Source: an optimization exercise on an open RTL-to-GDS flow (aim: small area, a short achievable clock period and few clock cycles per item). Production flows keep margins and buffers that such runs may drop. Power and IR drop assume default switching activity.

== main ==
==> flow/design.v (excerpt) <==
module kadai4 (
    input CLK,
    input RST,
    input [7:0] A,
    input [7:0] B,
    input ACK,
    input START,
    input HALT,
    output [15:0] X,
    output X_VALID,
    output REQ_AB
);
Size: about 160 flip-flops.
==> module mult_s2, before the edit <==
module mult_s2(
    input [7:0] a,
    input [7:0] b,
    input [23:0] e,
    output [15:0] x
    );
    wire [15:0] r0 = {1'b0, e[23], e[21], e[19], e[17], e[15], e[13], e[11], e[9], e[7], e[5], e[3], e[1], e[0], (a[0] & b[1]), (a[0] & b[0])};
    wire [15:0] r1 = {1'b0, (a[7] & b[7]), e[22], e[20], e[18], e[16], e[14], e[12], e[10], e[8], e[6], e[4], e[2], (a[2] & b[0]), (a[1] & b[0]), 1'b0};
    wire [15:0] p = r0 ^ r1;
    wire [15:0] g = r0 & r1;
    wire G1 = g[2] | (p[2] & g[1]);
    wire G2 = g[3] | (p[3] & G1);
    wire G3 = g[4] | (p[4] & G2);
    wire G4 = g[5] | (p[5] & G3);
    wire G5 = g[6] | (p[6] & G4);
    wire G6 = g[7] | (p[7] & G5);
    wire G7 = g[8] | (p[8] & G6);
    wire G8 = g[9] | (p[9] & G7);
    wire G9 = g[10] | (p[10] & G8);
    wire G10 = g[11] | (p[11] & G9);
    wire G11 = g[12] | (p[12] & G10);
    wire G12 = g[13] | (p[13] & G11);
    wire G13 = g[14] | (p[14] & G12);
    wire G14 = g[15] | (p[15] & G13);
    assign x[0] = p[0];
    assign x[1] = p[1];
    assign x[2] = p[2] ^ g[1];
    assign x[3] = p[3] ^ G1;
    assign x[4] = p[4] ^ G2;
    assign x[5] = p[5] ^ G3;
    assign x[6] = p[6] ^ G4;
    assign x[7] = p[7] ^ G5;
    assign x[8] = p[8] ^ G6;
    assign x[9] = p[9] ^ G7;
    assign x[10] = p[10] ^ G8;
    assign x[11] = p[11] ^ G9;
    assign x[12] = p[12] ^ G10;
    assign x[13] = p[13] ^ G11;
    assign x[14] = p[14] ^ G12;
    assign x[15] = p[15] ^ G13;
endmodule
==> module kadai4, before the edit <==
module kadai4 (
    input CLK,
    input RST,
    input [7:0] A,
    input [7:0] B,
    input ACK,
    input START,
    input HALT,
    output [15:0] X,
    output X_VALID,
    output REQ_AB
);
reg [15:0] r0, r1, r2, r3, r4, r5, r6, r7;
reg [23:0] e;
reg inp;             
reg outp;            
reg req;             
reg [2:0] cnt;       
reg [2:0] w;         
reg req_o;           
reg vld;             
wire abort = RST | HALT;
wire acc = req & ACK;
wire [23:0] part;
wire [15:0] prod;
mult_s1 ml1 (
    .a(r5[15:8]),
    .b(r5[7:0]),
    .e(part)
);
mult_s2 ml2 (
    .a(r6[15:8]),
    .b(r6[7:0]),
    .e(e),
    .x(prod)
);
always @(posedge CLK) begin
    r0 <= acc ? {A, B} : r6;
    r1 <= r0;
    r2 <= r1;
    r3 <= r2;
    r4 <= r3;
    r5 <= r4;
    r6 <= r5;
    e <= part;
    r7 <= prod;
end
wire idle = !inp && !outp;
wire cnt7 = (cnt == 3'd7);
wire [2:0] cnt_up = cnt + 3'd1;
wire [2:0] cnt_hold = idle ? 3'd0 : outp ? cnt_up : cnt;
wire [2:0] cnt_acc = idle ? 3'd0 : (outp || req) ? cnt_up : cnt;
wire req_nack = !abort && (inp ? (!req && w == 3'd1) : (idle && START));
wire req_ack = !abort && (inp ? (req ? !cnt7 : w == 3'd1) : (idle && START));
wire last = inp && req && cnt7;
wire inp_nack = !abort && (inp || (idle && START));
wire inp_ack = inp_nack && !last;
wire outp_nack = !abort && outp && !cnt7;
wire outp_ack = !abort && ((outp && !cnt7) || last);
always @(posedge CLK) begin
    cnt <= ACK ? cnt_acc : cnt_hold;
    w <= (req && !ACK) ? 3'd6 : w - 3'd1;
    req <= ACK ? req_ack : req_nack;
    inp <= ACK ? inp_ack : inp_nack;
    outp <= ACK ? outp_ack : outp_nack;
    if (abort) begin
        req_o <= 1'b0;
        vld <= 1'b0;
    end else if (inp) begin
        if (acc) begin
            if (cnt7) begin
                req_o <= 1'b0;
                vld <= 1'b1;
            end
        end else if (req_o) begin
            req_o <= 1'b0;
        end else if (w == 3'd1) begin
            req_o <= 1'b1;
        end
    end else if (outp) begin
        if (cnt7) vld <= 1'b0;
    end else if (START) begin
        req_o <= 1'b1;
    end
end
assign X = r7;
assign X_VALID = vld;
assign REQ_AB = req_o;
endmodule    
clock: 5.0 ns
lec_check: 0
abc_area: 1
abc_clock_period_in_ps: 2000
cap_margin: 20
core_margin: 2
core_utilization: 40
cts_buf_list: sky130_fd_sc_hd__clkbuf_8
cts_cluster_diameter: 100
cts_cluster_size: 30
setup_slack_margin: 3.0
slew_margin: 20
standard.sh (not shown) runs the stock make flow with config.mk's settings and CLKGATE_MAP_FILE= SYNTH_SCRIPT=/design/flow/synth_recipe.tcl, a recipe that flattens the netlist after the stock synthesis.
==> flow/flow/run.sh <==
#!/bin/bash
# The standard layout, with Yosys's full-adder extraction left out (the adder
# trees are mapped by ABC from plain gates instead of sky130 fa/ha cells),
# plain buffers on the ports, and no dummy loads in the clock tree.
set -euo pipefail
bash standard.sh ADDER_MAP_FILE= \
  "BUFFER_PORTS_ARGS=-buffer_cell sky130_fd_sc_hd__buf_2" \
  "CTS_ARGS=-sink_clustering_enable -repair_clock_nets -dont_use_dummy_load -sink_clustering_size 30 -sink_clustering_max_diameter 100 -buf_list sky130_fd_sc_hd__clkbuf_8" \
  finish > flow.log 2>&1
Modified inputs, the feature branch compared to main
--- a/flow/design.v
+++ b/flow/design.v
@@ -117,44 +117,13 @@
     input [7:0] b,
     input [23:0] e,
     output [15:0] x
     );
     wire [15:0] r0 = {1'b0, e[23], e[21], e[19], e[17], e[15], e[13], e[11], e[9], e[7], e[5], e[3], e[1], e[0], (a[0] & b[1]), (a[0] & b[0])};
     wire [15:0] r1 = {1'b0, (a[7] & b[7]), e[22], e[20], e[18], e[16], e[14], e[12], e[10], e[8], e[6], e[4], e[2], (a[2] & b[0]), (a[1] & b[0]), 1'b0};
-    wire [15:0] p = r0 ^ r1;
-    wire [15:0] g = r0 & r1;
-    wire G1 = g[2] | (p[2] & g[1]);
-    wire G2 = g[3] | (p[3] & G1);
-    wire G3 = g[4] | (p[4] & G2);
-    wire G4 = g[5] | (p[5] & G3);
-    wire G5 = g[6] | (p[6] & G4);
-    wire G6 = g[7] | (p[7] & G5);
-    wire G7 = g[8] | (p[8] & G6);
-    wire G8 = g[9] | (p[9] & G7);
-    wire G9 = g[10] | (p[10] & G8);
-    wire G10 = g[11] | (p[11] & G9);
-    wire G11 = g[12] | (p[12] & G10);
-    wire G12 = g[13] | (p[13] & G11);
-    wire G13 = g[14] | (p[14] & G12);
-    wire G14 = g[15] | (p[15] & G13);
-    assign x[0] = p[0];
-    assign x[1] = p[1];
-    assign x[2] = p[2] ^ g[1];
-    assign x[3] = p[3] ^ G1;
-    assign x[4] = p[4] ^ G2;
-    assign x[5] = p[5] ^ G3;
-    assign x[6] = p[6] ^ G4;
-    assign x[7] = p[7] ^ G5;
-    assign x[8] = p[8] ^ G6;
-    assign x[9] = p[9] ^ G7;
-    assign x[10] = p[10] ^ G8;
-    assign x[11] = p[11] ^ G9;
-    assign x[12] = p[12] ^ G10;
-    assign x[13] = p[13] ^ G11;
-    assign x[14] = p[14] ^ G12;
-    assign x[15] = p[15] ^ G13;
+    assign x = r0 + r1;
 endmodule
 `timescale 1ns / 1ps
 module kadai4 (
     input CLK,
     input RST,
     input [7:0] A,
@@ -210,36 +179,23 @@
 wire req_ack = !abort && (inp ? (req ? !cnt7 : w == 3'd1) : (idle && START));
 wire last = inp && req && cnt7;
 wire inp_nack = !abort && (inp || (idle && START));
 wire inp_ack = inp_nack && !last;
 wire outp_nack = !abort && outp && !cnt7;
 wire outp_ack = !abort && ((outp && !cnt7) || last);
+wire req_o_nack = !abort && (inp ? (!req_o && w == 3'd1) : (!vld && START));
+wire req_o_ack = !abort && (inp ? (req_o ? !cnt7 : w == 3'd1) : (!vld && START));
+wire vld_nack = !abort && vld && !cnt7;
+wire vld_ack = !abort && ((vld && !cnt7) || (inp && req_o && cnt7));
 always @(posedge CLK) begin
     cnt <= ACK ? cnt_acc : cnt_hold;
     w <= (req && !ACK) ? 3'd6 : w - 3'd1;
     req <= ACK ? req_ack : req_nack;
     inp <= ACK ? inp_ack : inp_nack;
     outp <= ACK ? outp_ack : outp_nack;
-    if (abort) begin
-        req_o <= 1'b0;
-        vld <= 1'b0;
-    end else if (inp) begin
-        if (acc) begin
-            if (cnt7) begin
-                req_o <= 1'b0;
-                vld <= 1'b1;
-            end
-        end else if (req_o) begin
-            req_o <= 1'b0;
-        end else if (w == 3'd1) begin
-            req_o <= 1'b1;
-        end
-    end else if (outp) begin
-        if (cnt7) vld <= 1'b0;
-    end else if (START) begin
-        req_o <= 1'b1;
-    end
+    req_o <= ACK ? req_o_ack : req_o_nack;
+    vld <= ACK ? vld_ack : vld_nack;
 end
 assign X = r7;
 assign X_VALID = vld;
 assign REQ_AB = req_o;
 endmodule    
[summary]
- Tap cell count grows by a few percent when moving from main to the feature branch.
- Area taken by multi-input logic gates (lower): main
- The feature branch: worst path setup slack after routing is 350 ps higher than what main reported.
- Diff the feature branch..main | number of enable flip-flop cells after synthesis | unchanged
- In the feature branch, worst slack at placement is higher than in main.
- Changes observed in the feature branch relative to main: wire length moved up, data arrival time of the critical path moved down, power moved up.
- Comparing longest individual stage delay on the worst path for main and the feature branch, the bigger number came from main.
- Floorplan check, the feature branch vs main: die outline larger in the feature branch
- Number of multi-input combinational cells (lower): main
- Looking at startpoint-to-endpoint class of the critical path, the flip-flop to primary output result is from the feature branch; the flip-flop to flip-flop one comes from main.
- In the feature branch, the global-route usage came out 0.21 points above the value in main.
No run of this note included a check of the RTL's function; only the layout flow was run.

-- afterwards: timing with drivers on the ports --
In the flow no input, the clock included, has a driving cell. The finished layouts below were timed again as built, in two steps.
Step 1, drivers: a clkbuf_16 drives CLK and a buf_2 each remaining input, both assumed.
Step 2 also shifts input and output timing later by t, the mid clock arrival at the registers, as if the neighbouring blocks saw the same clock.
Three values: ideal ports, drivers, drivers and shift; two values: the first two.
run	shift t [ns]	setup slack, ns	worst data-port slew with drivers (ns)
main	0.462	2.728 / 2.728 / 2.728	0.03
the feature branch	0.454	3.082 / 3.048 / 2.830	0.03
After both steps every run listed still meets setup and hold. The setup slack of the feature branch, which loses most, moves by -0.034 ns with the drivers and by -0.252 ns with both steps.
